From an optimization exercise on the open Yosys and OpenROAD flow, aimed at small area; shortcuts taken in it are not production practice. At most, simulation tests tie the RTL to the original design; equivalence was not proved. For run 1, only the layout was checked, not whether the RTL still works. The clock port is modelled as an ideal driver, which makes a skipped or thinned clock tree look cheaper than it is; a real chip needs a root buffer or a tree. Power and IR drop assume default switching activity.

## design/flow/flow/run.sh

```bash
#!/bin/bash
# The standard layout (standard.sh) with these changes to how the layout is made:
#  - the port buffers that buffer_ports inserts are sky130_fd_sc_hd__buf_1;
#  - clock tree synthesis inserts no dummy loads, and its tree (a root buffer and leaf
#    buffers) is then reduced to 3 leaf buffers driven by the clock port, each driving a
#    balanced group of registers from the group's centre (collapse.tcl); every register is
#    still clocked through exactly one buffer;
#  - the reset port's buffer is made sky130_fd_sc_hd__buf_4 before repair_design (rst.tcl),
#    since it drives every register's reset;
#  - after the standard synthesis (run unchanged), combinational cells that synthesis
#    upsized are set back to their smallest drive strength (downsize.tcl); the floorplan's
#    timing repair and the later repair steps upsize again wherever timing needs it.
# Each tool's output goes to its own log file here.
set -euo pipefail
export BUFFER_PORTS_ARGS="-buffer_cell sky130_fd_sc_hd__buf_1"
export CTS_ARGS="-sink_clustering_enable -repair_clock_nets -dont_use_dummy_load"
export POST_CTS_TCL=$PWD/flow/collapse.tcl CLK_KEEP=3
export PRE_RESIZE_TCL=$PWD/flow/rst.tcl RST_BUF_CELL=sky130_fd_sc_hd__buf_4
export CLK_LEAF_CELL=sky130_fd_sc_hd__clkbuf_8 CLK_ROOT_CELL=none
bash standard.sh synth > synth.log 2>&1
export RESULTS=orfs/results/sky130hd/classifier_top/base
openroad -no_init -exit flow/downsize.tcl > downsize.log 2>&1
bash standard.sh finish > standard_flow.log 2>&1
```

## design/flow/flow/collapse.tcl

```tcl
# Reduce the clock tree that clock_tree_synthesis built (a root buffer feeding leaf buffers)
# to $::env(CLK_KEEP) leaf buffers of $::env(CLK_LEAF_CELL) under a root of
# $::env(CLK_ROOT_CELL) (none: no root, the clock port drives the leaves): the clock sinks are split into that many balanced groups by
# position, each kept leaf drives one group and moves to its centre, and the placement is
# legalized again. Every register is still clocked through the root and one leaf buffer.
set block [ord::get_db_block]
set clk_net [$block findNet clk]
set roots {}
foreach it [$clk_net getITerms] {
  if {[$it isInputSignal]} { lappend roots [$it getInst] }
}
proc inst_xy {inst} {
  set b [$inst getBBox]
  return [list [expr {([$b xMin] + [$b xMax]) / 2}] [expr {([$b yMin] + [$b yMax]) / 2}]]
}
if {[llength $roots] != 1} {
  puts "collapse: clock port feeds [llength $roots] cells; left as is"
  return
}
set root [lindex $roots 0]
set n0 [[$root findITerm X] getNet]
set leaves {}
set sinks {}
foreach it [$n0 getITerms] {
  if {![$it isInputSignal]} { continue }
  set l [$it getInst]
  if {![string match *clkbuf* [[$l getMaster] getName]]} { continue }
  lappend leaves $l
  foreach s [[[$l findITerm X] getNet] getITerms] {
    if {[$s isInputSignal]} { lappend sinks $s }
  }
}
set K [expr {min($::env(CLK_KEEP), [llength $leaves])}]
set N [llength $sinks]
# balanced grouping: sort sinks by x (or y, whichever spread is larger), cut into K runs,
# then sort each run by the other axis is not needed for K <= 3
set xs {}; set ys {}
foreach s $sinks { lassign [inst_xy [$s getInst]] x y; lappend xs $x; lappend ys $y }
set dx [expr {[tcl::mathfunc::max {*}$xs] - [tcl::mathfunc::min {*}$xs]}]
set dy [expr {[tcl::mathfunc::max {*}$ys] - [tcl::mathfunc::min {*}$ys]}]
set axis [expr {$dx >= $dy ? 0 : 1}]
set keyed {}
foreach s $sinks { lappend keyed [list [lindex [inst_xy [$s getInst]] $axis] $s] }
set keyed [lsort -integer -index 0 $keyed]
set kept [lrange $leaves 0 [expr {$K - 1}]]
# detach every sink and drop the leaves not kept
foreach s $sinks { $s disconnect }
foreach l [lrange $leaves $K end] {
  set n1 [[$l findITerm X] getNet]
  [$l findITerm A] disconnect
  [$l findITerm X] disconnect
  odb::dbInst_destroy $l
  odb::dbNet_destroy $n1
}
for {set g 0} {$g < $K} {incr g} {
  set l [lindex $kept $g]
  set net [[$l findITerm X] getNet]
  set lo [expr {($g * $N) / $K}]
  set hi [expr {(($g + 1) * $N) / $K - 1}]
  set sx 0; set sy 0; set cnt 0
  foreach e [lrange $keyed $lo $hi] {
    set s [lindex $e 1]
    $s connect $net
    lassign [inst_xy [$s getInst]] x y
    incr sx $x; incr sy $y; incr cnt
  }
  replace_cell [$l getName] $::env(CLK_LEAF_CELL)
  set cx [expr {$sx / $cnt}]; set cy [expr {$sy / $cnt}]
  set m [$l getMaster]
  $l setLocation [expr {$cx - [$m getWidth] / 2}] [expr {$cy - [$m getHeight] / 2}]
  $l setPlacementStatus PLACED
  puts "collapse: leaf [$l getName] drives $cnt sinks"
}
if {$::env(CLK_ROOT_CELL) == "none"} {
  foreach l $kept {
    [$l findITerm A] disconnect
    [$l findITerm A] connect $clk_net
  }
  [$root findITerm A] disconnect
  [$root findITerm X] disconnect
  odb::dbInst_destroy $root
  odb::dbNet_destroy $n0
} else {
  replace_cell [$root getName] $::env(CLK_ROOT_CELL)
}
detailed_placement
puts "collapse: kept $K of [llength $leaves] leaves for $N sinks"
```

## design/flow/flow/downsize.tcl

```tcl
# Set every combinational cell of the synthesized netlist to its smallest-area variant of
# the same function (e.g. nor2b_4 -> nor2b_1). Registers, buffers and tie cells are kept.
set results $::env(RESULTS)
read_db $results/1_synth.odb
read_liberty $::env(FLOW_HOME)/platforms/sky130hd/lib/sky130_fd_sc_hd__tt_025C_1v80.lib
set db [ord::get_db]
set block [[$db getChip] getBlock]
set n 0
foreach inst [$block getInsts] {
  set m [[$inst getMaster] getName]
  if {![regexp {^sky130_fd_sc_hd__([a-z0-9]+)_([0-9]+)$} $m -> base size]} { continue }
  if {[regexp {^(df|edf|sdf|dl|buf|clkbuf|clkdly|dlygate|dlymetal|conb|tap|fill|decap|diode|lpflow|probe)} $base]} { continue }
  set best $m
  set best_area [[$inst getMaster] getWidth]
  foreach s {0 1 2} {
    set cand "sky130_fd_sc_hd__${base}_$s"
    set cm [$db findMaster $cand]
    if {$cm == "NULL" || $cand == $m} { continue }
    if {[get_lib_cells -quiet $cand] == ""} { continue }
    if {[$cm getWidth] < $best_area} {
      set best $cand
      set best_area [$cm getWidth]
    }
  }
  if {$best != $m} {
    puts "[$inst getName]: $m -> $best"
    replace_cell [$inst getName] $best
    incr n
  }
}
puts "downsized $n cells"
write_db $results/1_synth.odb
```

## design/flow/flow/rst.tcl

```tcl
# Size the reset input's port buffer for its load (all register resets) up front
set block [ord::get_db_block]
set bt [$block findBTerm rst_n]
set net [$bt getNet]
foreach it [$net getITerms] {
  if {[$it isInputSignal]} {
    set inst [$it getInst]
    puts "rst buffer [$inst getName] [[$inst getMaster] getName] -> $::env(RST_BUF_CELL)"
    replace_cell [$inst getName] $::env(RST_BUF_CELL)
  }
}
```

## design/flow/standard.sh

```bash
#!/bin/bash
# synth_recipe.tcl (not shown) runs the flow's synth.tcl, then flattens the netlist and writes it again
# the make line also repeats each setting of config.mk as NAME=value (left out here)
make -C /OpenROAD-flow-scripts/flow DESIGN_CONFIG=/design/flow/config.mk WORK_HOME=/design/flow/orfs CLKGATE_MAP_FILE= SYNTH_SCRIPT=/design/flow/synth_recipe.tcl "${@:-finish}"
```

## design/flow/config.mk

```make
export PLATFORM = sky130hd
export DESIGN_NAME = classifier_top
export DESIGN_NICKNAME = classifier_top
export VERILOG_FILES = /design/flow/design.v
export SDC_FILE = /design/flow/constraint.sdc
export NUM_CORES = 4
export LEC_CHECK = 0
export CAP_MARGIN = 20
export CORE_MARGIN = 2
export CORE_UTILIZATION = 40
export GPL_TIMING_DRIVEN = 0
export SETUP_SLACK_MARGIN = -0.3
export SLEW_MARGIN = 20
export SYNTH_HIERARCHICAL = 1
export SYNTH_MINIMUM_KEEP_SIZE = 0
```

## design/flow/constraint.sdc

```tcl
create_clock -name core_clock -period 6.5 [get_ports {clk}]
set_input_delay 1.3000 -clock core_clock [delete_from_list [all_inputs] [get_ports {clk}]]
set_output_delay 1.3000 -clock core_clock [all_outputs]
set_load 0.01 [all_outputs]
```

## design/flow/design.v

```verilog
module classifier_top (
  input  wire clk,
  input  wire rst_n,
  input  wire signed [3:0]  x_int4,
  input  wire signed [7:0]  w_int8,
  input  wire new_feat,
  input  wire new_class,
  input  wire [2:0] class_id,
  output reg  signed [19:0] acc20,
  output wire signed [19:0] max_score,
  output reg  [2:0] max_class
);
  wire one1;
  c_and2 u_one1 (x_int4[0], new_feat, one1);
  wire two2;
  c_and3b u_two2 (x_int4[0], x_int4[1], new_feat, two2);
  wire one3;
  c_xor2 u_one3 (x_int4[1], x_int4[2], one3);
  wire one4;
  c_and2 u_one4 (one3, new_feat, one4);
  wire two5;
  c_xor2 u_two5 (x_int4[3], x_int4[2], two5);
  wire two6;
  c_and3b u_two6 (one3, two5, new_feat, two6);
  wire sel7;
  c_nand2 u_sel7 (one1, w_int8[0], sel7);
  wire pp8;
  c_xnor2 u_pp8 (sel7, x_int4[1], pp8);
  wire sel9;
  c_a22oi u_sel9 (one1, w_int8[1], two2, w_int8[0], sel9);
  wire pp10;
  c_xnor2 u_pp10 (sel9, x_int4[1], pp10);
  wire sel11;
  c_a22oi u_sel11 (one1, w_int8[2], two2, w_int8[1], sel11);
  wire pp12;
  c_xnor2 u_pp12 (sel11, x_int4[1], pp12);
  wire sel13;
  c_a22oi u_sel13 (one1, w_int8[3], two2, w_int8[2], sel13);
  wire pp14;
  c_xnor2 u_pp14 (sel13, x_int4[1], pp14);
  wire sel15;
  c_a22oi u_sel15 (one1, w_int8[4], two2, w_int8[3], sel15);
  wire pp16;
  c_xnor2 u_pp16 (sel15, x_int4[1], pp16);
  wire sel17;
  c_a22oi u_sel17 (one1, w_int8[5], two2, w_int8[4], sel17);
  wire pp18;
  c_xnor2 u_pp18 (sel17, x_int4[1], pp18);
  wire sel19;
  c_a22oi u_sel19 (one1, w_int8[6], two2, w_int8[5], sel19);
  wire pp20;
  c_xnor2 u_pp20 (sel19, x_int4[1], pp20);
  wire sel21;
  c_a22oi u_sel21 (one1, w_int8[7], two2, w_int8[6], sel21);
  wire pp22;
  c_xnor2 u_pp22 (sel21, x_int4[1], pp22);
  wire sel23;
  c_a22oi u_sel23 (one1, w_int8[7], two2, w_int8[7], sel23);
  wire pp24;
  c_xor2 u_pp24 (sel23, x_int4[1], pp24);
  wire sel25;
  c_nand2 u_sel25 (one4, w_int8[0], sel25);
  wire pp26;
  c_xnor2 u_pp26 (sel25, x_int4[3], pp26);
  wire sel27;
  c_a22oi u_sel27 (one4, w_int8[1], two6, w_int8[0], sel27);
  wire pp28;
  c_xnor2 u_pp28 (sel27, x_int4[3], pp28);
  wire sel29;
  c_a22oi u_sel29 (one4, w_int8[2], two6, w_int8[1], sel29);
  wire pp30;
  c_xnor2 u_pp30 (sel29, x_int4[3], pp30);
  wire sel31;
  c_a22oi u_sel31 (one4, w_int8[3], two6, w_int8[2], sel31);
  wire pp32;
  c_xnor2 u_pp32 (sel31, x_int4[3], pp32);
  wire sel33;
  c_a22oi u_sel33 (one4, w_int8[4], two6, w_int8[3], sel33);
  wire pp34;
  c_xnor2 u_pp34 (sel33, x_int4[3], pp34);
  wire sel35;
  c_a22oi u_sel35 (one4, w_int8[5], two6, w_int8[4], sel35);
  wire pp36;
  c_xnor2 u_pp36 (sel35, x_int4[3], pp36);
  wire sel37;
  c_a22oi u_sel37 (one4, w_int8[6], two6, w_int8[5], sel37);
  wire pp38;
  c_xnor2 u_pp38 (sel37, x_int4[3], pp38);
  wire sel39;
  c_a22oi u_sel39 (one4, w_int8[7], two6, w_int8[6], sel39);
  wire pp40;
  c_xnor2 u_pp40 (sel39, x_int4[3], pp40);
  wire sel41;
  c_a22oi u_sel41 (one4, w_int8[7], two6, w_int8[7], sel41);
  wire pp42;
  c_xor2 u_pp42 (sel41, x_int4[3], pp42);
  wire f43, f44;
  c_fa u_f43 (acc20[0], x_int4[1], pp8, f43, f44);
  wire f45, f46;
  c_fa u_f45 (acc20[1], pp10, f44, f45, f46);
  wire f47, f48;
  c_fa u_f47 (acc20[2], x_int4[3], pp12, f47, f48);
  wire f49, f50;
  c_fa u_f49 (pp26, f47, f46, f49, f50);
  wire f51, f52;
  c_fa u_f51 (acc20[3], pp14, pp28, f51, f52);
  wire f53, f54;
  c_fa u_f53 (f48, f51, f50, f53, f54);
  wire f55, f56;
  c_fa u_f55 (acc20[4], pp16, pp30, f55, f56);
  wire f57, f58;
  c_fa u_f57 (f52, f55, f54, f57, f58);
  wire f59, f60;
  c_fa u_f59 (acc20[5], pp18, pp32, f59, f60);
  wire f61, f62;
  c_fa u_f61 (f56, f59, f58, f61, f62);
  wire f63, f64;
  c_fa u_f63 (acc20[6], pp20, pp34, f63, f64);
  wire h65, h66;
  c_ha u_h65 (f60, f63, h65, h66);
  wire f67, f68;
  c_fa u_f67 (acc20[7], pp22, pp36, f67, f68);
  wire f69, f70;
  c_fa u_f69 (f64, f67, h66, f69, f70);
  wire co71;
  c_nor2 u_co71 (acc20[8], pp24, co71);
  wire s72;
  c_xnor2 u_s72 (acc20[8], pp24, s72);
  wire f73, f74;
  c_fa u_f73 (pp38, s72, f68, f73, f74);
  wire co75;
  c_nor2 u_co75 (acc20[9], pp40, co75);
  wire i76;
  c_inv u_i76 (co71, i76);
  wire s77;
  c_xnor2 u_s77 (acc20[9], pp40, s77);
  wire f78, f79;
  c_fa u_f78 (i76, s77, f74, f78, f79);
  wire i80;
  c_inv u_i80 (co75, i80);
  wire f81, f82;
  c_fa u_f81 (acc20[10], pp42, i80, f81, f82);
  wire h83, h84;
  c_ha u_h83 (h65, f62, h83, h84);
  wire s85;
  c_xnor2 u_s85 (f69, h84, s85);
  wire cy86;
  c_nand2 u_cy86 (f69, h84, cy86);
  wire pn87;
  c_xnor2 u_pn87 (f73, f70, pn87);
  wire gn88;
  c_nand2 u_gn88 (f73, f70, gn88);
  wire s89;
  c_xnor2 u_s89 (pn87, cy86, s89);
  wire cy90;
  c_o21ai u_cy90 (pn87, cy86, gn88, cy90);
  wire s91;
  c_xnor2 u_s91 (f78, cy90, s91);
  wire cy92;
  c_nand2 u_cy92 (f78, cy90, cy92);
  wire pn93;
  c_xnor2 u_pn93 (f81, f79, pn93);
  wire gn94;
  c_nand2 u_gn94 (f81, f79, gn94);
  wire s95;
  c_xnor2 u_s95 (pn93, cy92, s95);
  wire cy96;
  c_o21ai u_cy96 (pn93, cy92, gn94, cy96);
  wire t97;
  c_xnor2 u_t97 (f82, cy96, t97);
  wire s98;
  c_xnor2 u_s98 (acc20[11], t97, s98);
  wire fk99;
  c_xnor2 u_fk99 (acc20[11], f82, fk99);
  wire tc100;
  c_nand2 u_tc100 (t97, fk99, tc100);
  wire s101;
  c_xor2 u_s101 (acc20[12], tc100, s101);
  wire fk102;
  c_xor2 u_fk102 (acc20[12], f82, fk102);
  wire tc103;
  c_nor2 u_tc103 (tc100, fk102, tc103);
  wire s104;
  c_xnor2 u_s104 (acc20[13], tc103, s104);
  wire fk105;
  c_xnor2 u_fk105 (acc20[13], f82, fk105);
  wire tc106;
  c_nand2 u_tc106 (tc103, fk105, tc106);
  wire s107;
  c_xor2 u_s107 (acc20[14], tc106, s107);
  wire fk108;
  c_xor2 u_fk108 (acc20[14], f82, fk108);
  wire tc109;
  c_nor2 u_tc109 (tc106, fk108, tc109);
  wire s110;
  c_xnor2 u_s110 (acc20[15], tc109, s110);
  wire fk111;
  c_xnor2 u_fk111 (acc20[15], f82, fk111);
  wire tc112;
  c_nand2 u_tc112 (tc109, fk111, tc112);
  wire s113;
  c_xor2 u_s113 (acc20[16], tc112, s113);
  wire fk114;
  c_xor2 u_fk114 (acc20[16], f82, fk114);
  wire tc115;
  c_nor2 u_tc115 (tc112, fk114, tc115);
  wire s116;
  c_xnor2 u_s116 (acc20[17], tc115, s116);
  wire fk117;
  c_xnor2 u_fk117 (acc20[17], f82, fk117);
  wire tc118;
  c_nand2 u_tc118 (tc115, fk117, tc118);
  wire s119;
  c_xor2 u_s119 (acc20[18], tc118, s119);
  wire fk120;
  c_xor2 u_fk120 (acc20[18], f82, fk120);
  wire tc121;
  c_nor2 u_tc121 (tc118, fk120, tc121);
  wire s122;
  c_xnor2 u_s122 (acc20[19], tc121, s122);
  wire z123;
  c_nor2b u_z123 (new_class, f43, z123);
  wire z124;
  c_nor2b u_z124 (new_class, f45, z124);
  wire z125;
  c_nor2b u_z125 (new_class, f49, z125);
  wire z126;
  c_nor2b u_z126 (new_class, f53, z126);
  wire z127;
  c_nor2b u_z127 (new_class, f57, z127);
  wire z128;
  c_nor2b u_z128 (new_class, f61, z128);
  wire z129;
  c_nor2b u_z129 (new_class, h83, z129);
  wire z130;
  c_nor2 u_z130 (new_class, s85, z130);
  wire z131;
  c_nor2 u_z131 (new_class, s89, z131);
  wire z132;
  c_nor2 u_z132 (new_class, s91, z132);
  wire z133;
  c_nor2 u_z133 (new_class, s95, z133);
  wire z134;
  c_nor2 u_z134 (new_class, s98, z134);
  wire z135;
  c_nor2 u_z135 (new_class, s101, z135);
  wire z136;
  c_nor2 u_z136 (new_class, s104, z136);
  wire z137;
  c_nor2 u_z137 (new_class, s107, z137);
  wire z138;
  c_nor2 u_z138 (new_class, s110, z138);
  wire z139;
  c_nor2 u_z139 (new_class, s113, z139);
  wire z140;
  c_nor2 u_z140 (new_class, s116, z140);
  wire z141;
  c_nor2 u_z141 (new_class, s119, z141);
  wire z142;
  c_nor2 u_z142 (new_class, s122, z142);
  wire gt143;
  c_nor2b u_gt143 (max_q[0], acc20[0], gt143);
  wire mn144;
  c_inv u_mn144 (max_q[1], mn144);
  wire gt145;
  c_maj3 u_gt145 (acc20[1], mn144, gt143, gt145);
  wire mn146;
  c_inv u_mn146 (max_q[2], mn146);
  wire gt147;
  c_maj3 u_gt147 (acc20[2], mn146, gt145, gt147);
  wire mn148;
  c_inv u_mn148 (max_q[3], mn148);
  wire gt149;
  c_maj3 u_gt149 (acc20[3], mn148, gt147, gt149);
  wire mn150;
  c_inv u_mn150 (max_q[4], mn150);
  wire gt151;
  c_maj3 u_gt151 (acc20[4], mn150, gt149, gt151);
  wire mn152;
  c_inv u_mn152 (max_q[5], mn152);
  wire gt153;
  c_maj3 u_gt153 (acc20[5], mn152, gt151, gt153);
  wire mn154;
  c_inv u_mn154 (max_q[6], mn154);
  wire gt155;
  c_maj3 u_gt155 (acc20[6], mn154, gt153, gt155);
  wire mn156;
  c_inv u_mn156 (max_q[7], mn156);
  wire gt157;
  c_maj3 u_gt157 (acc20[7], mn156, gt155, gt157);
  wire mn158;
  c_inv u_mn158 (max_q[8], mn158);
  wire gt159;
  c_maj3 u_gt159 (acc20[8], mn158, gt157, gt159);
  wire mn160;
  c_inv u_mn160 (max_q[9], mn160);
  wire gt161;
  c_maj3 u_gt161 (acc20[9], mn160, gt159, gt161);
  wire cpx162;
  c_nor2b u_cpx162 (max_q[10], acc20[10], cpx162);
  wire cpy163;
  c_nand2b u_cpy163 (acc20[10], max_q[10], cpy163);
  wire gt164;
  c_a21oi u_gt164 (cpy163, gt161, cpx162, gt164);
  wire cpx165;
  c_nand2b u_cpx165 (max_q[11], acc20[11], cpx165);
  wire cpy166;
  c_nor2b u_cpy166 (acc20[11], max_q[11], cpy166);
  wire gt167;
  c_o21ai u_gt167 (cpy166, gt164, cpx165, gt167);
  wire cpx168;
  c_nor2b u_cpx168 (max_q[12], acc20[12], cpx168);
  wire cpy169;
  c_nand2b u_cpy169 (acc20[12], max_q[12], cpy169);
  wire gt170;
  c_a21oi u_gt170 (cpy169, gt167, cpx168, gt170);
  wire cpx171;
  c_nand2b u_cpx171 (max_q[13], acc20[13], cpx171);
  wire cpy172;
  c_nor2b u_cpy172 (acc20[13], max_q[13], cpy172);
  wire gt173;
  c_o21ai u_gt173 (cpy172, gt170, cpx171, gt173);
  wire cpx174;
  c_nor2b u_cpx174 (max_q[14], acc20[14], cpx174);
  wire cpy175;
  c_nand2b u_cpy175 (acc20[14], max_q[14], cpy175);
  wire gt176;
  c_a21oi u_gt176 (cpy175, gt173, cpx174, gt176);
  wire cpx177;
  c_nand2b u_cpx177 (max_q[15], acc20[15], cpx177);
  wire cpy178;
  c_nor2b u_cpy178 (acc20[15], max_q[15], cpy178);
  wire gt179;
  c_o21ai u_gt179 (cpy178, gt176, cpx177, gt179);
  wire cpx180;
  c_nor2b u_cpx180 (max_q[16], acc20[16], cpx180);
  wire cpy181;
  c_nand2b u_cpy181 (acc20[16], max_q[16], cpy181);
  wire gt182;
  c_a21oi u_gt182 (cpy181, gt179, cpx180, gt182);
  wire cpx183;
  c_nand2b u_cpx183 (max_q[17], acc20[17], cpx183);
  wire cpy184;
  c_nor2b u_cpy184 (acc20[17], max_q[17], cpy184);
  wire gt185;
  c_o21ai u_gt185 (cpy184, gt182, cpx183, gt185);
  wire cpx186;
  c_nor2b u_cpx186 (max_q[18], acc20[18], cpx186);
  wire cpy187;
  c_nand2b u_cpy187 (acc20[18], max_q[18], cpy187);
  wire gt188;
  c_a21oi u_gt188 (cpy187, gt185, cpx186, gt188);
  wire gt189;
  c_nor2 u_gt189 (acc20[19], gt188, gt189);
  wire updn190;
  c_nand2 u_updn190 (new_class, gt189, updn190);
  wire upd191;
  c_inv u_upd191 (updn190, upd191);
  wire md192;
  c_a22o u_md192 (upd191, acc20[0], updn190, max_q[0], md192);
  wire md193;
  c_a22o u_md193 (upd191, acc20[2], updn190, max_q[2], md193);
  wire md194;
  c_a22o u_md194 (upd191, acc20[4], updn190, max_q[4], md194);
  wire md195;
  c_a22o u_md195 (upd191, acc20[6], updn190, max_q[6], md195);
  wire md196;
  c_a22o u_md196 (upd191, acc20[8], updn190, max_q[8], md196);
  wire md197;
  c_a22o u_md197 (upd191, acc20[10], updn190, max_q[10], md197);
  wire md198;
  c_a22o u_md198 (upd191, acc20[12], updn190, max_q[12], md198);
  wire md199;
  c_a22o u_md199 (upd191, acc20[14], updn190, max_q[14], md199);
  wire md200;
  c_a22o u_md200 (upd191, acc20[16], updn190, max_q[16], md200);
  wire md201;
  c_a22o u_md201 (upd191, acc20[18], updn190, max_q[18], md201);
  wire md202;
  c_a22o u_md202 (upd191, class_id[1], updn190, max_class[1], md202);
  wire updn203;
  c_nand2 u_updn203 (new_class, gt189, updn203);
  wire upd204;
  c_inv u_upd204 (updn203, upd204);
  wire md205;
  c_a22o u_md205 (upd204, acc20[1], updn203, max_q[1], md205);
  wire md206;
  c_a22o u_md206 (upd204, acc20[3], updn203, max_q[3], md206);
  wire md207;
  c_a22o u_md207 (upd204, acc20[5], updn203, max_q[5], md207);
  wire md208;
  c_a22o u_md208 (upd204, acc20[7], updn203, max_q[7], md208);
  wire md209;
  c_a22o u_md209 (upd204, acc20[9], updn203, max_q[9], md209);
  wire md210;
  c_a22o u_md210 (upd204, acc20[11], updn203, max_q[11], md210);
  wire md211;
  c_a22o u_md211 (upd204, acc20[13], updn203, max_q[13], md211);
  wire md212;
  c_a22o u_md212 (upd204, acc20[15], updn203, max_q[15], md212);
  wire md213;
  c_a22o u_md213 (upd204, acc20[17], updn203, max_q[17], md213);
  wire md214;
  c_a22o u_md214 (upd204, class_id[0], updn203, max_class[0], md214);
  wire md215;
  c_a22o u_md215 (upd204, class_id[2], updn203, max_class[2], md215);
  wire [19:0] acc_d = {z142, z141, z140, z139, z138, z137, z136, z135, z134, z133, z132, z131, z130, z129, z128, z127, z126, z125, z124, z123};
  wire [18:0] max_d = {md201, md213, md200, md212, md199, md211, md198, md210, md197, md209, md196, md208, md195, md207, md194, md206, md193, md205, md192};
  wire [2:0] cls_d = {md215, md202, md214};
  reg [18:0] max_q;
  assign max_score = {1'b0, max_q};
  always @(posedge clk or negedge rst_n) begin
    if (!rst_n) begin
      acc20     <= 20'd0;
      max_q     <= 19'd0;
      max_class <= 3'd0;
    end else begin
      acc20     <= acc_d;
      max_q     <= max_d;
      max_class <= cls_d;
    end
  end
endmodule
module c_a21oi (input a1, input a2, input b1, output y);
  assign y = ~((a1 & a2) | b1);
endmodule
module c_a22o (input a1, input a2, input b1, input b2, output y);
  assign y = (a1 & a2) | (b1 & b2);
endmodule
module c_a22oi (input a1, input a2, input b1, input b2, output y);
  assign y = ~((a1 & a2) | (b1 & b2));
endmodule
module c_and2 (input a, input b, output y);
  assign y = a & b;
endmodule
module c_and3b (input an, input b, input c, output y);
  assign y = ~an & b & c;
endmodule
module c_fa (input a, input b, input c, output s, output co);
  assign s = a ^ b ^ c;
  assign co = (a & b) | (a & c) | (b & c);
endmodule
module c_ha (input a, input b, output s, output co);
  assign s = a ^ b;
  assign co = a & b;
endmodule
module c_inv (input a, output y);
  assign y = ~a;
endmodule
module c_maj3 (input a, input b, input c, output y);
  assign y = (a & b) | (a & c) | (b & c);
endmodule
module c_nand2 (input a, input b, output y);
  assign y = ~(a & b);
endmodule
module c_nand2b (input an, input b, output y);
  assign y = an | ~b;
endmodule
module c_nor2 (input a, input b, output y);
  assign y = ~(a | b);
endmodule
module c_nor2b (input a, input bn, output y);
  assign y = ~a & bn;
endmodule
module c_o21ai (input a1, input a2, input b1, output y);
  assign y = ~((a1 | a2) & b1);
endmodule
module c_xnor2 (input a, input b, output y);
  assign y = ~(a ^ b);
endmodule
module c_xor2 (input a, input b, output y);
  assign y = a ^ b;
endmodule
```

==> results.py, run 1 <==
metrics = {
    "pwr": {
        "p_per_area_mw_per_mm2": 489,
        "power_leakage_nw": 1.25,
        "peakVddDrop_mv": 0.318,
    },
    "sta": {
        "fin_hold_ws_ns": 0.498,
        "slew_headroom": 0.347,
        "clock_skew_ns": 0.00544,
        "setup_viol": 0,
        "layout_min_cycle_time_ns": 6.30,
        "worstMarginPinSlew_ns": 0.979,
        "max_freq_mhz": 159,
        "fin_crit_sh": 0.970,
        "slew_viol_final": 0,
        "hold_violations": 0,
    },
    "logic_synthesis": {
        "yosysWarningCount": 7,
        "synth.avg_cell_area_um2": 10.9,
        "syn-cell-area_mm2": 0.00263,
        "netlist_instances": 241,
        "synth_nets": 278,
    },
    "placed_design": {
        "placed_area_mm2": 0.00296,
        "gp_congestion": 0.744,
        "dp_hpwl_mm": 4.02,
        "port_buffers": 60,
        "dp.cells": 378,
    },
    "global_route": {
        "use_met3": 0.0195,
        "grt_overflow_total": 0,
        "met2_usage": 0.264,
        "antenna_found_initial": 0,
        "grt_max_degree": 43,
        "grt.busiest_layer": "met2",
        "grtUsageMet1": 0.227,
        "grt_pass1_vias": 1933,
        "grt_pass1_wl_mm": 9.34,
        "track_usage": 0.161,
    },
    "routing": {
        "wl_mm": 5.47,
        "via_per_inst": 5.03,
        "first_iter_violations": 117,
        "drc_errors": 0,
        "ant_nets": 0,
        "drtPass1Iterations": 4,
        "wl_per_cell_um": 14.3,
        "num_vias": 1926,
    },
    "finish": {
        "seqCellArea_mm2": 0.00105,
        "final_cell_mix": "buf_1 (57), dfrtp_1 (42), xnor2_1 (34)",
        "finalNonFillerCells": 383,
        "syn2layout_area_growth_pct": 14.7,
        "finalNetCount": 345,
        "fin_area_mm2": 0.00302,
        "diodes": 0,
        "multi_input_area_mm2": 0.00153,
        "layout_commonest_cell": "buf_1",
        "nFillCells": 613,
        "drive_gt1_frac": 0.0359,
    },
    "worst_setup_path": {
        "cp_slowest_cell": "fa_1",
        "end_kind": "flop",
        "critPathMostFrequentCell": "nand2_1",
        "crit_arrival_ns": 6.31,
        "max_stage_delay_ns": 0.40,
        "start_kind": "input port",
        "critPathKind": "input port to flop",
        "cp_max_fo": 9,
        "required_ns": 6.51,
    },
    "min_path": {
        "hp-class": "flop to flop",
    },
    "die": {
        "ios": 62,
        "coreArea_mm2": 0.00635,
        "die_h_um": 85.1,
        "fp-row-count": 29,
        "initial_core_util": 0.414,
        "dieWidth_um": 85.1,
        "design.die.area_mm2": 0.00724,
    },
    "status": {
        "outcome": "timing/DRC/antenna clean",
    },
    "clock_tree": {
        "cts.reportedPaths.clkPinSlew_ns": 0.09,
        "cts.sinks": 42,
        "clock_latency_ns": 0.15,
    },
    "flow_run": {
        "drv_cap": 0,
    },
}
[state kept, by name (all words and copies together), names as in the netlist]
signal,count
acc20,20
max_class,3
max_q,19
[power breakdown]
| part | internal [mW] | total (mW) | leakage, nW | switching, mW |
|---|---|---|---|---|
| Combinational | 0.414 | 0.902 | 0.675 | 0.488 |
| Clock | 0.0426 | 0.107 | 0.0216 | 0.0647 |
| Sequential | 0.357 | 0.465 | 0.555 | 0.108 |
| Total | 0.813 | 1.47 | 1.25 | 0.661 |
[cell type report]
type | instances | area share
Timing Repair Buffer | 62 | 0.0817
Inverter | 13 | 0.0162
Clock buffer | 3 | 0.0137
Sequential cell | 42 | 0.348
Buffer | 1 | 0.00249
Multi-Input combinational cell | 185 | 0.506
Tap cell | 77 | 0.0319
[worst paths after layout]
kind / to / start / slack (ns) / depth (start not counted)
max in group asynchronous: acc20[7] / rst_n / 5.01 / 1
hold / removal: max_class[1] / max_class[1] / 0.50 / 1
hold reg to reg: max_class[1] / max_class[1] / 0.50 / 1
setup reg to reg: max_q[8] / acc20[0] / 0.20 / 23
min in group asynchronous: max_class[1] / rst_n / 1.13 / 1
setup / recovery: acc20[19] / new_feat / 0.20 / 26
[per-stage QoR]
step	setup WS (ns)	power (mW)	util	TNS, ns
3_5_place_dp	-0.560	1.37	0.465	-1.60
5_1_grt	-0.293	1.64	0.475	-4.85
3_3_place_gp	-0.489	1.34	0.465	-1.24
6_report	0.198	1.47	0.475	0
2_1_floorplan	0.472	1.12	-	0
[worst max-delay path: cells and delay by family]
family / cells / cell delay (ns)
simple gates: 13 / 1.67
xor+xnor: 3 / 0.47
buf+inv: 1 / 0.11
compound gates: 2 / 0.20
fa+ha+maj: 7 / 2.56
[per-layer routing]
metal,up-vias,wire (um)
li1,951,-
met1,921,2590
met2,49,2600
met3,5,222
met4,0,59
met5,-,0
==> inputs of run 2 (changes only) <==
==> design/flow/design.v (replaced) <==
module classifier_top (
  input  wire clk,
  input  wire rst_n,
  input  wire signed [3:0]  x_int4,
  input  wire signed [7:0]  w_int8,
  input  wire new_feat,
  input  wire new_class,
  input  wire [2:0] class_id,
  output reg  signed [19:0] acc20,
  output wire signed [19:0] max_score,
  output reg  [2:0] max_class
);
  wire one1;
  c_and2 u_one1 (x_int4[0], new_feat, one1);
  wire two2;
  c_and3b u_two2 (x_int4[0], x_int4[1], new_feat, two2);
  wire one3;
  c_xor2 u_one3 (x_int4[1], x_int4[2], one3);
  wire one4;
  c_and2 u_one4 (one3, new_feat, one4);
  wire two5;
  c_xor2 u_two5 (x_int4[3], x_int4[2], two5);
  wire two6;
  c_and3b u_two6 (one3, two5, new_feat, two6);
  wire sel7;
  c_nand2 u_sel7 (one1, w_int8[0], sel7);
  wire pp8;
  c_xnor2 u_pp8 (sel7, x_int4[1], pp8);
  wire sel9;
  c_a22oi u_sel9 (one1, w_int8[1], two2, w_int8[0], sel9);
  wire pp10;
  c_xnor2 u_pp10 (sel9, x_int4[1], pp10);
  wire sel11;
  c_a22oi u_sel11 (one1, w_int8[2], two2, w_int8[1], sel11);
  wire pp12;
  c_xnor2 u_pp12 (sel11, x_int4[1], pp12);
  wire sel13;
  c_a22oi u_sel13 (one1, w_int8[3], two2, w_int8[2], sel13);
  wire pp14;
  c_xnor2 u_pp14 (sel13, x_int4[1], pp14);
  wire sel15;
  c_a22oi u_sel15 (one1, w_int8[4], two2, w_int8[3], sel15);
  wire pp16;
  c_xnor2 u_pp16 (sel15, x_int4[1], pp16);
  wire sel17;
  c_a22oi u_sel17 (one1, w_int8[5], two2, w_int8[4], sel17);
  wire pp18;
  c_xnor2 u_pp18 (sel17, x_int4[1], pp18);
  wire sel19;
  c_a22oi u_sel19 (one1, w_int8[6], two2, w_int8[5], sel19);
  wire pp20;
  c_xnor2 u_pp20 (sel19, x_int4[1], pp20);
  wire sel21;
  c_a22oi u_sel21 (one1, w_int8[7], two2, w_int8[6], sel21);
  wire pp22;
  c_xnor2 u_pp22 (sel21, x_int4[1], pp22);
  wire sel23;
  c_a22oi u_sel23 (one1, w_int8[7], two2, w_int8[7], sel23);
  wire pp24;
  c_xor2 u_pp24 (sel23, x_int4[1], pp24);
  wire sel25;
  c_nand2 u_sel25 (one4, w_int8[0], sel25);
  wire pp26;
  c_xnor2 u_pp26 (sel25, x_int4[3], pp26);
  wire sel27;
  c_a22oi u_sel27 (one4, w_int8[1], two6, w_int8[0], sel27);
  wire pp28;
  c_xnor2 u_pp28 (sel27, x_int4[3], pp28);
  wire sel29;
  c_a22oi u_sel29 (one4, w_int8[2], two6, w_int8[1], sel29);
  wire pp30;
  c_xnor2 u_pp30 (sel29, x_int4[3], pp30);
  wire sel31;
  c_a22oi u_sel31 (one4, w_int8[3], two6, w_int8[2], sel31);
  wire pp32;
  c_xnor2 u_pp32 (sel31, x_int4[3], pp32);
  wire sel33;
  c_a22oi u_sel33 (one4, w_int8[4], two6, w_int8[3], sel33);
  wire pp34;
  c_xnor2 u_pp34 (sel33, x_int4[3], pp34);
  wire sel35;
  c_a22oi u_sel35 (one4, w_int8[5], two6, w_int8[4], sel35);
  wire pp36;
  c_xnor2 u_pp36 (sel35, x_int4[3], pp36);
  wire sel37;
  c_a22oi u_sel37 (one4, w_int8[6], two6, w_int8[5], sel37);
  wire pp38;
  c_xnor2 u_pp38 (sel37, x_int4[3], pp38);
  wire sel39;
  c_a22oi u_sel39 (one4, w_int8[7], two6, w_int8[6], sel39);
  wire pp40;
  c_xnor2 u_pp40 (sel39, x_int4[3], pp40);
  wire sel41;
  c_a22oi u_sel41 (one4, w_int8[7], two6, w_int8[7], sel41);
  wire pp42;
  c_xor2 u_pp42 (sel41, x_int4[3], pp42);
  wire f43, f44;
  c_fa u_f43 (acc20[0], x_int4[1], pp8, f43, f44);
  wire f45, f46;
  c_fa u_f45 (acc20[1], pp10, f44, f45, f46);
  wire f47, f48;
  c_fa u_f47 (acc20[2], x_int4[3], pp12, f47, f48);
  wire f49, f50;
  c_fa u_f49 (pp26, f47, f46, f49, f50);
  wire f51, f52;
  c_fa u_f51 (acc20[3], pp14, pp28, f51, f52);
  wire f53, f54;
  c_fa u_f53 (f48, f51, f50, f53, f54);
  wire f55, f56;
  c_fa u_f55 (acc20[4], pp16, pp30, f55, f56);
  wire f57, f58;
  c_fa u_f57 (f52, f55, f54, f57, f58);
  wire f59, f60;
  c_fa u_f59 (acc20[5], pp18, pp32, f59, f60);
  wire h61, h62;
  c_ha u_h61 (f56, f59, h61, h62);
  wire f63, f64;
  c_fa u_f63 (acc20[6], pp20, pp34, f63, f64);
  wire f65, f66;
  c_fa u_f65 (f60, f63, h62, f65, f66);
  wire f67, f68;
  c_fa u_f67 (acc20[7], pp22, pp36, f67, f68);
  wire f69, f70;
  c_fa u_f69 (f64, f67, f66, f69, f70);
  wire co71;
  c_nor2 u_co71 (acc20[8], pp24, co71);
  wire s72;
  c_xnor2 u_s72 (acc20[8], pp24, s72);
  wire f73, f74;
  c_fa u_f73 (pp38, s72, f68, f73, f74);
  wire co75;
  c_nor2 u_co75 (acc20[9], pp40, co75);
  wire i76;
  c_inv u_i76 (co71, i76);
  wire s77;
  c_xnor2 u_s77 (acc20[9], pp40, s77);
  wire f78, f79;
  c_fa u_f78 (i76, s77, f74, f78, f79);
  wire i80;
  c_inv u_i80 (co75, i80);
  wire f81, f82;
  c_fa u_f81 (acc20[10], pp42, i80, f81, f82);
  wire h83, h84;
  c_ha u_h83 (h61, f58, h83, h84);
  wire s85;
  c_xnor2 u_s85 (f65, h84, s85);
  wire cy86;
  c_nand2 u_cy86 (f65, h84, cy86);
  wire s87;
  c_xor2 u_s87 (f69, cy86, s87);
  wire cy88;
  c_nand2b u_cy88 (cy86, f69, cy88);
  wire pn89;
  c_xnor2 u_pn89 (f73, f70, pn89);
  wire gn90;
  c_nand2 u_gn90 (f73, f70, gn90);
  wire s91;
  c_xnor2 u_s91 (pn89, cy88, s91);
  wire cy92;
  c_o21ai u_cy92 (pn89, cy88, gn90, cy92);
  wire s93;
  c_xnor2 u_s93 (f78, cy92, s93);
  wire cy94;
  c_nand2 u_cy94 (f78, cy92, cy94);
  wire pn95;
  c_xnor2 u_pn95 (f81, f79, pn95);
  wire gn96;
  c_nand2 u_gn96 (f81, f79, gn96);
  wire s97;
  c_xnor2 u_s97 (pn95, cy94, s97);
  wire cy98;
  c_o21ai u_cy98 (pn95, cy94, gn96, cy98);
  wire t99;
  c_xnor2 u_t99 (f82, cy98, t99);
  wire s100;
  c_xnor2 u_s100 (acc20[11], t99, s100);
  wire fk101;
  c_xnor2 u_fk101 (acc20[11], f82, fk101);
  wire tc102;
  c_nand2 u_tc102 (t99, fk101, tc102);
  wire s103;
  c_xor2 u_s103 (acc20[12], tc102, s103);
  wire fk104;
  c_xor2 u_fk104 (acc20[12], f82, fk104);
  wire tc105;
  c_nor2 u_tc105 (tc102, fk104, tc105);
  wire s106;
  c_xnor2 u_s106 (acc20[13], tc105, s106);
  wire fk107;
  c_xnor2 u_fk107 (acc20[13], f82, fk107);
  wire tc108;
  c_nand2 u_tc108 (tc105, fk107, tc108);
  wire s109;
  c_xor2 u_s109 (acc20[14], tc108, s109);
  wire fk110;
  c_xor2 u_fk110 (acc20[14], f82, fk110);
  wire tc111;
  c_nor2 u_tc111 (tc108, fk110, tc111);
  wire s112;
  c_xnor2 u_s112 (acc20[15], tc111, s112);
  wire fk113;
  c_xnor2 u_fk113 (acc20[15], f82, fk113);
  wire tc114;
  c_nand2 u_tc114 (tc111, fk113, tc114);
  wire s115;
  c_xor2 u_s115 (acc20[16], tc114, s115);
  wire fk116;
  c_xor2 u_fk116 (acc20[16], f82, fk116);
  wire tc117;
  c_nor2 u_tc117 (tc114, fk116, tc117);
  wire s118;
  c_xnor2 u_s118 (acc20[17], tc117, s118);
  wire fk119;
  c_xnor2 u_fk119 (acc20[17], f82, fk119);
  wire tc120;
  c_nand2 u_tc120 (tc117, fk119, tc120);
  wire s121;
  c_xor2 u_s121 (acc20[18], tc120, s121);
  wire fk122;
  c_xor2 u_fk122 (acc20[18], f82, fk122);
  wire tc123;
  c_nor2 u_tc123 (tc120, fk122, tc123);
  wire s124;
  c_xnor2 u_s124 (acc20[19], tc123, s124);
  wire z125;
  c_nor2b u_z125 (new_class, f43, z125);
  wire z126;
  c_nor2b u_z126 (new_class, f45, z126);
  wire z127;
  c_nor2b u_z127 (new_class, f49, z127);
  wire z128;
  c_nor2b u_z128 (new_class, f53, z128);
  wire z129;
  c_nor2b u_z129 (new_class, f57, z129);
  wire z130;
  c_nor2b u_z130 (new_class, h83, z130);
  wire z131;
  c_nor2 u_z131 (new_class, s85, z131);
  wire z132;
  c_nor2 u_z132 (new_class, s87, z132);
  wire z133;
  c_nor2 u_z133 (new_class, s91, z133);
  wire z134;
  c_nor2 u_z134 (new_class, s93, z134);
  wire z135;
  c_nor2 u_z135 (new_class, s97, z135);
  wire z136;
  c_nor2 u_z136 (new_class, s100, z136);
  wire z137;
  c_nor2 u_z137 (new_class, s103, z137);
  wire z138;
  c_nor2 u_z138 (new_class, s106, z138);
  wire z139;
  c_nor2 u_z139 (new_class, s109, z139);
  wire z140;
  c_nor2 u_z140 (new_class, s112, z140);
  wire z141;
  c_nor2 u_z141 (new_class, s115, z141);
  wire z142;
  c_nor2 u_z142 (new_class, s118, z142);
  wire z143;
  c_nor2 u_z143 (new_class, s121, z143);
  wire z144;
  c_nor2 u_z144 (new_class, s124, z144);
  wire gt145;
  c_nor2b u_gt145 (max_q[0], acc20[0], gt145);
  wire mn146;
  c_inv u_mn146 (max_q[1], mn146);
  wire gt147;
  c_maj3 u_gt147 (acc20[1], mn146, gt145, gt147);
  wire mn148;
  c_inv u_mn148 (max_q[2], mn148);
  wire gt149;
  c_maj3 u_gt149 (acc20[2], mn148, gt147, gt149);
  wire mn150;
  c_inv u_mn150 (max_q[3], mn150);
  wire gt151;
  c_maj3 u_gt151 (acc20[3], mn150, gt149, gt151);
  wire mn152;
  c_inv u_mn152 (max_q[4], mn152);
  wire gt153;
  c_maj3 u_gt153 (acc20[4], mn152, gt151, gt153);
  wire mn154;
  c_inv u_mn154 (max_q[5], mn154);
  wire gt155;
  c_maj3 u_gt155 (acc20[5], mn154, gt153, gt155);
  wire mn156;
  c_inv u_mn156 (max_q[6], mn156);
  wire gt157;
  c_maj3 u_gt157 (acc20[6], mn156, gt155, gt157);
  wire mn158;
  c_inv u_mn158 (max_q[7], mn158);
  wire gt159;
  c_maj3 u_gt159 (acc20[7], mn158, gt157, gt159);
  wire mn160;
  c_inv u_mn160 (max_q[8], mn160);
  wire gt161;
  c_maj3 u_gt161 (acc20[8], mn160, gt159, gt161);
  wire mn162;
  c_inv u_mn162 (max_q[9], mn162);
  wire gt163;
  c_maj3 u_gt163 (acc20[9], mn162, gt161, gt163);
  wire cpx164;
  c_nor2b u_cpx164 (max_q[10], acc20[10], cpx164);
  wire cpy165;
  c_nand2b u_cpy165 (acc20[10], max_q[10], cpy165);
  wire gt166;
  c_a21oi u_gt166 (cpy165, gt163, cpx164, gt166);
  wire cpx167;
  c_nand2b u_cpx167 (max_q[11], acc20[11], cpx167);
  wire cpy168;
  c_nor2b u_cpy168 (acc20[11], max_q[11], cpy168);
  wire gt169;
  c_o21ai u_gt169 (cpy168, gt166, cpx167, gt169);
  wire cpx170;
  c_nor2b u_cpx170 (max_q[12], acc20[12], cpx170);
  wire cpy171;
  c_nand2b u_cpy171 (acc20[12], max_q[12], cpy171);
  wire gt172;
  c_a21oi u_gt172 (cpy171, gt169, cpx170, gt172);
  wire cpx173;
  c_nand2b u_cpx173 (max_q[13], acc20[13], cpx173);
  wire cpy174;
  c_nor2b u_cpy174 (acc20[13], max_q[13], cpy174);
  wire gt175;
  c_o21ai u_gt175 (cpy174, gt172, cpx173, gt175);
  wire cpx176;
  c_nor2b u_cpx176 (max_q[14], acc20[14], cpx176);
  wire cpy177;
  c_nand2b u_cpy177 (acc20[14], max_q[14], cpy177);
  wire gt178;
  c_a21oi u_gt178 (cpy177, gt175, cpx176, gt178);
  wire cpx179;
  c_nand2b u_cpx179 (max_q[15], acc20[15], cpx179);
  wire cpy180;
  c_nor2b u_cpy180 (acc20[15], max_q[15], cpy180);
  wire gt181;
  c_o21ai u_gt181 (cpy180, gt178, cpx179, gt181);
  wire cpx182;
  c_nor2b u_cpx182 (max_q[16], acc20[16], cpx182);
  wire cpy183;
  c_nand2b u_cpy183 (acc20[16], max_q[16], cpy183);
  wire gt184;
  c_a21oi u_gt184 (cpy183, gt181, cpx182, gt184);
  wire cpx185;
  c_nand2b u_cpx185 (max_q[17], acc20[17], cpx185);
  wire cpy186;
  c_nor2b u_cpy186 (acc20[17], max_q[17], cpy186);
  wire gt187;
  c_o21ai u_gt187 (cpy186, gt184, cpx185, gt187);
  wire cpx188;
  c_nor2b u_cpx188 (max_q[18], acc20[18], cpx188);
  wire cpy189;
  c_nand2b u_cpy189 (acc20[18], max_q[18], cpy189);
  wire gt190;
  c_a21oi u_gt190 (cpy189, gt187, cpx188, gt190);
  wire gt191;
  c_nor2 u_gt191 (acc20[19], gt190, gt191);
  wire updn192;
  c_nand2 u_updn192 (new_class, gt191, updn192);
  wire upd193;
  c_inv u_upd193 (updn192, upd193);
  wire md194;
  c_a22o u_md194 (upd193, acc20[0], updn192, max_q[0], md194);
  wire md195;
  c_a22o u_md195 (upd193, acc20[2], updn192, max_q[2], md195);
  wire md196;
  c_a22o u_md196 (upd193, acc20[4], updn192, max_q[4], md196);
  wire md197;
  c_a22o u_md197 (upd193, acc20[6], updn192, max_q[6], md197);
  wire md198;
  c_a22o u_md198 (upd193, acc20[8], updn192, max_q[8], md198);
  wire md199;
  c_a22o u_md199 (upd193, acc20[10], updn192, max_q[10], md199);
  wire md200;
  c_a22o u_md200 (upd193, acc20[12], updn192, max_q[12], md200);
  wire md201;
  c_a22o u_md201 (upd193, acc20[14], updn192, max_q[14], md201);
  wire md202;
  c_a22o u_md202 (upd193, acc20[16], updn192, max_q[16], md202);
  wire md203;
  c_a22o u_md203 (upd193, acc20[18], updn192, max_q[18], md203);
  wire md204;
  c_a22o u_md204 (upd193, class_id[1], updn192, max_class[1], md204);
  wire updn205;
  c_nand2 u_updn205 (new_class, gt191, updn205);
  wire upd206;
  c_inv u_upd206 (updn205, upd206);
  wire md207;
  c_a22o u_md207 (upd206, acc20[1], updn205, max_q[1], md207);
  wire md208;
  c_a22o u_md208 (upd206, acc20[3], updn205, max_q[3], md208);
  wire md209;
  c_a22o u_md209 (upd206, acc20[5], updn205, max_q[5], md209);
  wire md210;
  c_a22o u_md210 (upd206, acc20[7], updn205, max_q[7], md210);
  wire md211;
  c_a22o u_md211 (upd206, acc20[9], updn205, max_q[9], md211);
  wire md212;
  c_a22o u_md212 (upd206, acc20[11], updn205, max_q[11], md212);
  wire md213;
  c_a22o u_md213 (upd206, acc20[13], updn205, max_q[13], md213);
  wire md214;
  c_a22o u_md214 (upd206, acc20[15], updn205, max_q[15], md214);
  wire md215;
  c_a22o u_md215 (upd206, acc20[17], updn205, max_q[17], md215);
  wire md216;
  c_a22o u_md216 (upd206, class_id[0], updn205, max_class[0], md216);
  wire md217;
  c_a22o u_md217 (upd206, class_id[2], updn205, max_class[2], md217);
  wire [19:0] acc_d = {z144, z143, z142, z141, z140, z139, z138, z137, z136, z135, z134, z133, z132, z131, z130, z129, z128, z127, z126, z125};
  wire [18:0] max_d = {md203, md215, md202, md214, md201, md213, md200, md212, md199, md211, md198, md210, md197, md209, md196, md208, md195, md207, md194};
  wire [2:0] cls_d = {md217, md204, md216};
  reg [18:0] max_q;
  assign max_score = {1'b0, max_q};
  always @(posedge clk or negedge rst_n) begin
    if (!rst_n) begin
      acc20     <= 20'd0;
      max_q     <= 19'd0;
      max_class <= 3'd0;
    end else begin
      acc20     <= acc_d;
      max_q     <= max_d;
      max_class <= cls_d;
    end
  end
endmodule
module c_a21oi (input a1, input a2, input b1, output y);
  assign y = ~((a1 & a2) | b1);
endmodule
module c_a22o (input a1, input a2, input b1, input b2, output y);
  assign y = (a1 & a2) | (b1 & b2);
endmodule
module c_a22oi (input a1, input a2, input b1, input b2, output y);
  assign y = ~((a1 & a2) | (b1 & b2));
endmodule
module c_and2 (input a, input b, output y);
  assign y = a & b;
endmodule
module c_and3b (input an, input b, input c, output y);
  assign y = ~an & b & c;
endmodule
module c_fa (input a, input b, input c, output s, output co);
  assign s = a ^ b ^ c;
  assign co = (a & b) | (a & c) | (b & c);
endmodule
module c_ha (input a, input b, output s, output co);
  assign s = a ^ b;
  assign co = a & b;
endmodule
module c_inv (input a, output y);
  assign y = ~a;
endmodule
module c_maj3 (input a, input b, input c, output y);
  assign y = (a & b) | (a & c) | (b & c);
endmodule
module c_nand2 (input a, input b, output y);
  assign y = ~(a & b);
endmodule
module c_nand2b (input an, input b, output y);
  assign y = an | ~b;
endmodule
module c_nor2 (input a, input b, output y);
  assign y = ~(a | b);
endmodule
module c_nor2b (input a, input bn, output y);
  assign y = ~a & bn;
endmodule
module c_o21ai (input a1, input a2, input b1, output y);
  assign y = ~((a1 | a2) & b1);
endmodule
module c_xnor2 (input a, input b, output y);
  assign y = ~(a ^ b);
endmodule
module c_xor2 (input a, input b, output y);
  assign y = a ^ b;
endmodule
==> run 2 against run 1 <==
  * Still clean
  * Clock power hardly changed
  * Routed wire length is 5.7% lower
  * Register-to-register slack better by 0.10 ns
==> results.py, run 2 <==
metrics = {
    "status": {
        "outcome": "timing/DRC/antenna clean",
    },
    "clock_tree": {
        "clock_latency_ns": 0.15,
        "cts.sinks": 42,
        "cts.reportedPaths.clkPinSlew_ns": 0.09,
    },
    "logic_synthesis": {
        "syn-cell-area_mm2": 0.00264,
        "synth.avg_cell_area_um2": 10.9,
        "synth_nets": 280,
        "netlist_instances": 243,
        "yosysWarningCount": 7,
    },
    "worst_setup_path": {
        "crit_arrival_ns": 6.26,
        "end_kind": "flop",
        "cp_max_fo": 11,
        "critPathKind": "input port to flop",
        "start_kind": "input port",
        "required_ns": 6.50,
    },
    "routing": {
        "drc_errors": 0,
        "wl_mm": 5.16,
        "num_vias": 1878,
        "ant_nets": 0,
        "drtPass1Iterations": 4,
        "first_iter_violations": 85,
        "wl_per_cell_um": 13.5,
        "via_per_inst": 4.90,
    },
    "pwr": {
        "p_per_area_mw_per_mm2": 484,
        "power.total_mw": 1.46,
        "switching_share": 0.446,
        "seqPwrFrac": 0.317,
        "pwr-share-comb": 0.610,
        "switching_power_mw": 0.649,
        "power_leakage_nw": 1.24,
        "power_frac_clock": 0.073,
        "peakVddDrop_mv": 0.295,
        "p_int_mw": 0.808,
    },
    "die": {
        "coreArea_mm2": 0.00639,
        "initial_core_util": 0.414,
        "dieWidth_um": 85.3,
        "fp-row-count": 29,
        "ios": 62,
        "design.die.area_mm2": 0.00727,
        "die_h_um": 85.3,
    },
    "placed_design": {
        "gp_congestion": 0.728,
        "dp_hpwl_mm": 3.87,
        "port_buffers": 60,
        "dp.cells": 380,
    },
    "sta": {
        "clock_skew_ns": 0.00283,
        "worstMarginPinSlew_ns": 1.02,
        "setup_viol": 0,
        "fin_crit_sh": 0.963,
        "max_freq_mhz": 160,
        "slew_headroom": 0.321,
        "layout_min_cycle_time_ns": 6.26,
        "slew_viol_final": 0,
        "hold_violations": 0,
    },
    "global_route": {
        "grt_max_degree": 43,
        "antenna_found_initial": 0,
        "track_usage": 0.153,
        "grt_pass1_wl_mm": 8.93,
        "grt_overflow_total": 0,
        "grt_pass1_vias": 1800,
    },
    "finish": {
        "diodes": 0,
        "nFillCells": 643,
        "largestRegisters": "acc20 x20, max_q x19, max_class x3",
        "layout_commonest_cell": "buf_1",
        "final_cell_mix": "buf_1 (58), dfrtp_1 (42), xnor2_1 (34)",
        "finalNetCount": 345,
        "drive_gt1_frac": 0.0196,
        "largest_register_ff_count": 20,
        "regMostFlops": "acc20",
        "finalNonFillerCells": 383,
        "syn2layout_area_growth_pct": 13.9,
    },
    "min_path": {
        "hp-class": "flop to flop",
    },
    "flow_run": {
        "drv_cap": 0,
    },
}
run 2: metrics by stage:
stage                     TNS [ns]  hold slack, ns  setup slack, ns  cell area (um2)  utilization
after detailed placement    -0.431           0.480           -0.253             2970        0.465
after floorplan                  0           0.532            0.724             2640            -
final                            0           0.500            0.241             3010        0.471
after global placement      -0.358           0.478           -0.230             2960        0.464
after global routing         -2.82           0.533           -0.272             3010        0.471
run 2: layout make-up:
class	count	area, um2	share of cell area
Multi-Input combinational cell	187	1540	0.510
Clock buffer	3	41.3	0.0137
Inverter	13	48.8	0.0162
Tap cell	77	96.3	0.0320
Buffer	1	7.51	0.00249
Timing Repair Buffer	60	230	0.0765
Sequential cell	42	1050	0.349
run 2: worst paths after layout:
| check | from | to | slack [ns] | cells after the start |
|---|---|---|---|---|
| hold / removal | max_class[0] | max_class[0] | 0.50 | 1 |
| setup reg to reg | acc20[0] | max_q[6] | 0.30 | 23 |
| max in group asynchronous | rst_n | acc20[13] | 5.01 | 1 |
| setup / recovery | x_int4[3] | acc20[19] | 0.24 | 24 |
| min in group asynchronous | rst_n | max_class[1] | 1.12 | 1 |
| hold reg to reg | max_class[0] | max_class[0] | 0.50 | 1 |
run 2: power by group through the flow:
stage	logic, mW	clock network [mW]	registers (mW)
finish	0.888	0.106	0.462
global route	1.02	0.122	0.482
detailed placement	0.906	0	0.470
global placement	0.892	0	0.466
floorplan	0.646	0	0.488
run 2: per-layer routing:
metal / routed length [um] / GRT usage / up-vias
met5: 0 / 0 / -
met4: 48 / 0.0346 / 0
met3: 198 / 0.0156 / 3
met2: 2470 / 0.254 / 47
met1: 2450 / 0.218 / 876
li1: - / - / 952
run 2: worst max-delay path: stages:
cell and delay, ns:
buf_1 0.55, xor2_1 0.19, and3b_1 0.34, a22oi_1 0.14, xnor2_1 0.18, fa_1 0.44, ha_1 0.20, fa_1 0.38
fa_1 0.53, nand2b_1 0.09, o21ai_1 0.20, nand2_1 0.11, o21ai_1 0.17, xnor2_1 0.17, nand2_1 0.12, nor2_1 0.17
nand2_1 0.11, nor2_1 0.17, nand2_1 0.11, nor2_1 0.16, nand2_1 0.11, nor2_1 0.12, xnor2_1 0.12, nor2_1 0.06
==> inputs of run 3 (changes only) <==
--- a/design/flow/flow/run.sh
+++ b/design/flow/flow/run.sh
@@ -2,7 +2,7 @@
 # The standard layout (standard.sh) with these changes to how the layout is made:
 #  - the port buffers that buffer_ports inserts are sky130_fd_sc_hd__buf_1;
 #  - clock tree synthesis inserts no dummy loads, and its tree (a root buffer and leaf
-#    buffers) is then reduced to 3 leaf buffers driven by the clock port, each driving a
+#    buffers) is then reduced to 4 leaf buffers driven by the clock port, each driving a
 #    balanced group of registers from the group's centre (collapse.tcl); every register is
 #    still clocked through exactly one buffer;
 #  - the reset port's buffer is made sky130_fd_sc_hd__buf_4 before repair_design (rst.tcl),
@@ -14,9 +14,9 @@
 set -euo pipefail
 export BUFFER_PORTS_ARGS="-buffer_cell sky130_fd_sc_hd__buf_1"
 export CTS_ARGS="-sink_clustering_enable -repair_clock_nets -dont_use_dummy_load"
-export POST_CTS_TCL=$PWD/flow/collapse.tcl CLK_KEEP=3
+export POST_CTS_TCL=$PWD/flow/collapse.tcl CLK_KEEP=4
 export PRE_RESIZE_TCL=$PWD/flow/rst.tcl RST_BUF_CELL=sky130_fd_sc_hd__buf_4
-export CLK_LEAF_CELL=sky130_fd_sc_hd__clkbuf_8 CLK_ROOT_CELL=none
+export CLK_LEAF_CELL=sky130_fd_sc_hd__clkbuf_4 CLK_ROOT_CELL=none
 bash standard.sh synth > synth.log 2>&1
 export RESULTS=orfs/results/sky130hd/classifier_top/base
 openroad -no_init -exit flow/downsize.tcl > downsize.log 2>&1
--- a/design/flow/config.mk
+++ b/design/flow/config.mk
@@ -7,7 +7,7 @@
 export LEC_CHECK = 0
 export CAP_MARGIN = 20
 export CORE_MARGIN = 2
-export CORE_UTILIZATION = 40
+export CORE_UTILIZATION = 60
 export GPL_TIMING_DRIVEN = 0
 export SETUP_SLACK_MARGIN = -0.3
 export SLEW_MARGIN = 20
==> run 3 against run 2 <==
  * Setup slack improved by 0.026 ns
  * Sequential power barely moved
  * Worst hold slack improved by 0.014 ns
  * Register-to-register slack got worse by 0.03 ns
  * Fmax rose by 0.41%
  * Count of clock-buffer cells in the layout rose by 1
  * Clock power fell by 8%
  * Global-route usage rose by 6.8 points
  * Largest cell class unchanged
  * Sequential share of layout area rose by 0.46 points
  * Largest power group unchanged
  * Utilization rose by 22 points
  * Synthesized cell count did not move
==> results.py, run 3 <==
metrics = {
    "logic_synthesis": {
        "synth.avg_cell_area_um2": 10.9,
        "yosysWarningCount": 7,
        "syn-cell-area_mm2": 0.00264,
        "netlist_instances": 243,
        "synth_nets": 280,
    },
    "worst_setup_path": {
        "r2r_cells": 23,
        "crit_buf_inv": 1,
        "cp_max_fo": 12,
        "max_stage_delay_ns": 0.46,
        "rrSetupSlack_ns": 0.27,
        "cp_slowest_cell": "fa_1",
        "crit_arrival_ns": 6.26,
        "critPathKind": "input port to flop",
        "critPathMostFrequentCell": "nand2_1",
        "start_kind": "input port",
        "end_kind": "flop",
        "required_ns": 6.52,
        "cp_num_cells": 25,
        "path_delay_family": "simple AND/OR/NAND/NOR gates",
    },
    "global_route": {
        "grt_pass1_wl_mm": 8.79,
        "antenna_found_initial": 0,
        "track_usage": 0.221,
        "grt_max_degree": 43,
        "grt_pass1_vias": 1865,
        "grt_overflow_total": 0,
    },
    "pwr": {
        "power.total_mw": 1.45,
        "peakVddDrop_mv": 0.297,
        "power_leakage_nw": 1.24,
        "power_frac_clock": 0.067,
        "switching_power_mw": 0.658,
        "p_int_mw": 0.796,
        "seqPwrFrac": 0.316,
        "p_per_area_mw_per_mm2": 489,
        "switching_share": 0.452,
        "pwr-share-comb": 0.617,
    },
    "finish": {
        "layout_commonest_cell": "buf_1",
        "fin_area_mm2": 0.00297,
        "largestRegisters": "acc20 x20, max_q x19, max_class x3",
        "final_cell_mix": "buf_1 (57), dfrtp_1 (42), xnor2_1 (34)",
        "regMostFlops": "acc20",
        "syn2layout_area_growth_pct": 12.5,
        "largest_register_ff_count": 20,
        "finalNetCount": 346,
        "diodes": 0,
        "post-route-util": 0.692,
        "drive_gt1_frac": 0.0326,
    },
    "placed_design": {
        "placed_area_mm2": 0.00294,
        "port_buffers": 60,
        "dp_hpwl_mm": 3.79,
        "preCtsSetupSlack_ns": -0.317,
        "gp_congestion": 0.771,
    },
    "die": {
        "design.die.area_mm2": 0.00495,
        "ios": 62,
        "die_h_um": 70.4,
        "initial_core_util": 0.615,
        "coreArea_mm2": 0.00429,
        "fp-row-count": 24,
        "dieWidth_um": 70.4,
    },
    "routing": {
        "drc_errors": 0,
        "wl_per_cell_um": 14.2,
        "num_vias": 1959,
        "wl_mm": 5.08,
        "drtPass1Iterations": 5,
        "via_per_inst": 5.46,
        "first_iter_violations": 106,
        "ant_nets": 0,
    },
    "status": {
        "outcome": "timing/DRC/antenna clean",
    },
    "sta": {
        "worstMarginPinSlew_ns": 1.03,
        "setup_viol": 0,
        "slew_headroom": 0.315,
        "fin_crit_sh": 0.959,
        "hold_violations": 0,
        "max_freq_mhz": 160,
        "worst_slack_ns": 0.266,
        "layout_min_cycle_time_ns": 6.23,
        "clock_skew_ns": 0.00248,
        "slew_viol_final": 0,
    },
    "min_path": {
        "hp-class": "flop to flop",
        "hold_path_depth": 1,
    },
    "clock_tree": {
        "cts.sinks": 42,
        "clock_latency_ns": 0.17,
        "cts.reportedPaths.clkPinSlew_ns": 0.11,
    },
    "flow_run": {
        "drv_cap": 0,
    },
}
==> run 3: cell type report <==
cell class | count | area (um2)
timing repair buffer | 60 | 231
multi-input combinational | 187 | 1540
inverter | 13 | 48.8
tap | 52 | 65.1
buffer | 1 | 7.51
clock buffer | 4 | 30.0
fill | 356 | 1320
sequential | 42 | 1050
==> run 3: through the flow <==
| step | hold WS (ns) | setup TNS, ns | instances |
|---|---|---|---|
| 2_1_floorplan | 0.532 | 0 | 243 |
| 3_5_place_dp | 0.490 | -0.617 | 355 |
| 3_3_place_gp | 0.478 | -0.395 | 355 |
| 6_report | 0.514 | 0 | 359 |
| 5_1_grt | 0.541 | -2.98 | 359 |
==> run 3: routing by layer <==
layer  track usage  vias up  wire length (um)
met5             0        -                 0
met2         0.340       49              2230
li1              -      954                 -
met1         0.339      953              2570
met3        0.0317        3               247
met4        0.0385        0                36
==> run 3: path summary, 6_finish.rpt <==
path                               from           end
setup / recovery              x_int4[1]     acc20[19]
hold / removal             max_class[2]  max_class[2]
setup reg to reg               acc20[0]     max_q[12]
hold reg to reg            max_class[2]  max_class[2]
max in group asynchronous         rst_n     max_q[15]
min in group asynchronous         rst_n      acc20[1]
==> run 3: power by group through the flow <==
stage          Sequential [mW]  Combinational (mW)  Clock (mW)
6_report                 0.459               0.897      0.0970
5_1_grt                  0.475                1.02       0.110
3_5_place_dp             0.466               0.900           0
3_3_place_gp             0.465               0.881           0
2_1_floorplan            0.488               0.646           0

==> separate check: timing with driven ports <==
Ports are ideal in the flow. The routed layouts listed here were re-timed in OpenROAD.
Step 1 (the two cells are an assumption about what drives the block):
set clk [get_ports {clk}]
set_driving_cell -lib_cell sky130_fd_sc_hd__clkbuf_16 $clk
set_driving_cell -lib_cell sky130_fd_sc_hd__buf_2 [delete_from_list [all_inputs] $clk]
Step 2, shift: input delay + t, output delay - t, t = (earliest + latest rising clock arrival at the registers) / 2. This alone moves slack from input paths to output paths.
Slacks: no drivers / after step 1 / after step 2; pairs: no drivers / after step 1.
run	t, ns	slack for setup (ns)	worst setup path at the end	worst slew at a driven data input, ns
run 1	0.190	0.198 / 0.203 / 0.031	input to register	0.03
run 2	0.189	0.241 / 0.261 / 0.073	input to register	0.03
run 3	0.207	0.266 / 0.273 / 0.078	input to register	0.03
After both steps setup and hold are still met in every run listed. For run 3, which loses most, drivers alone change the setup slack by +0.007 ns; drivers and shift together by -0.188 ns.
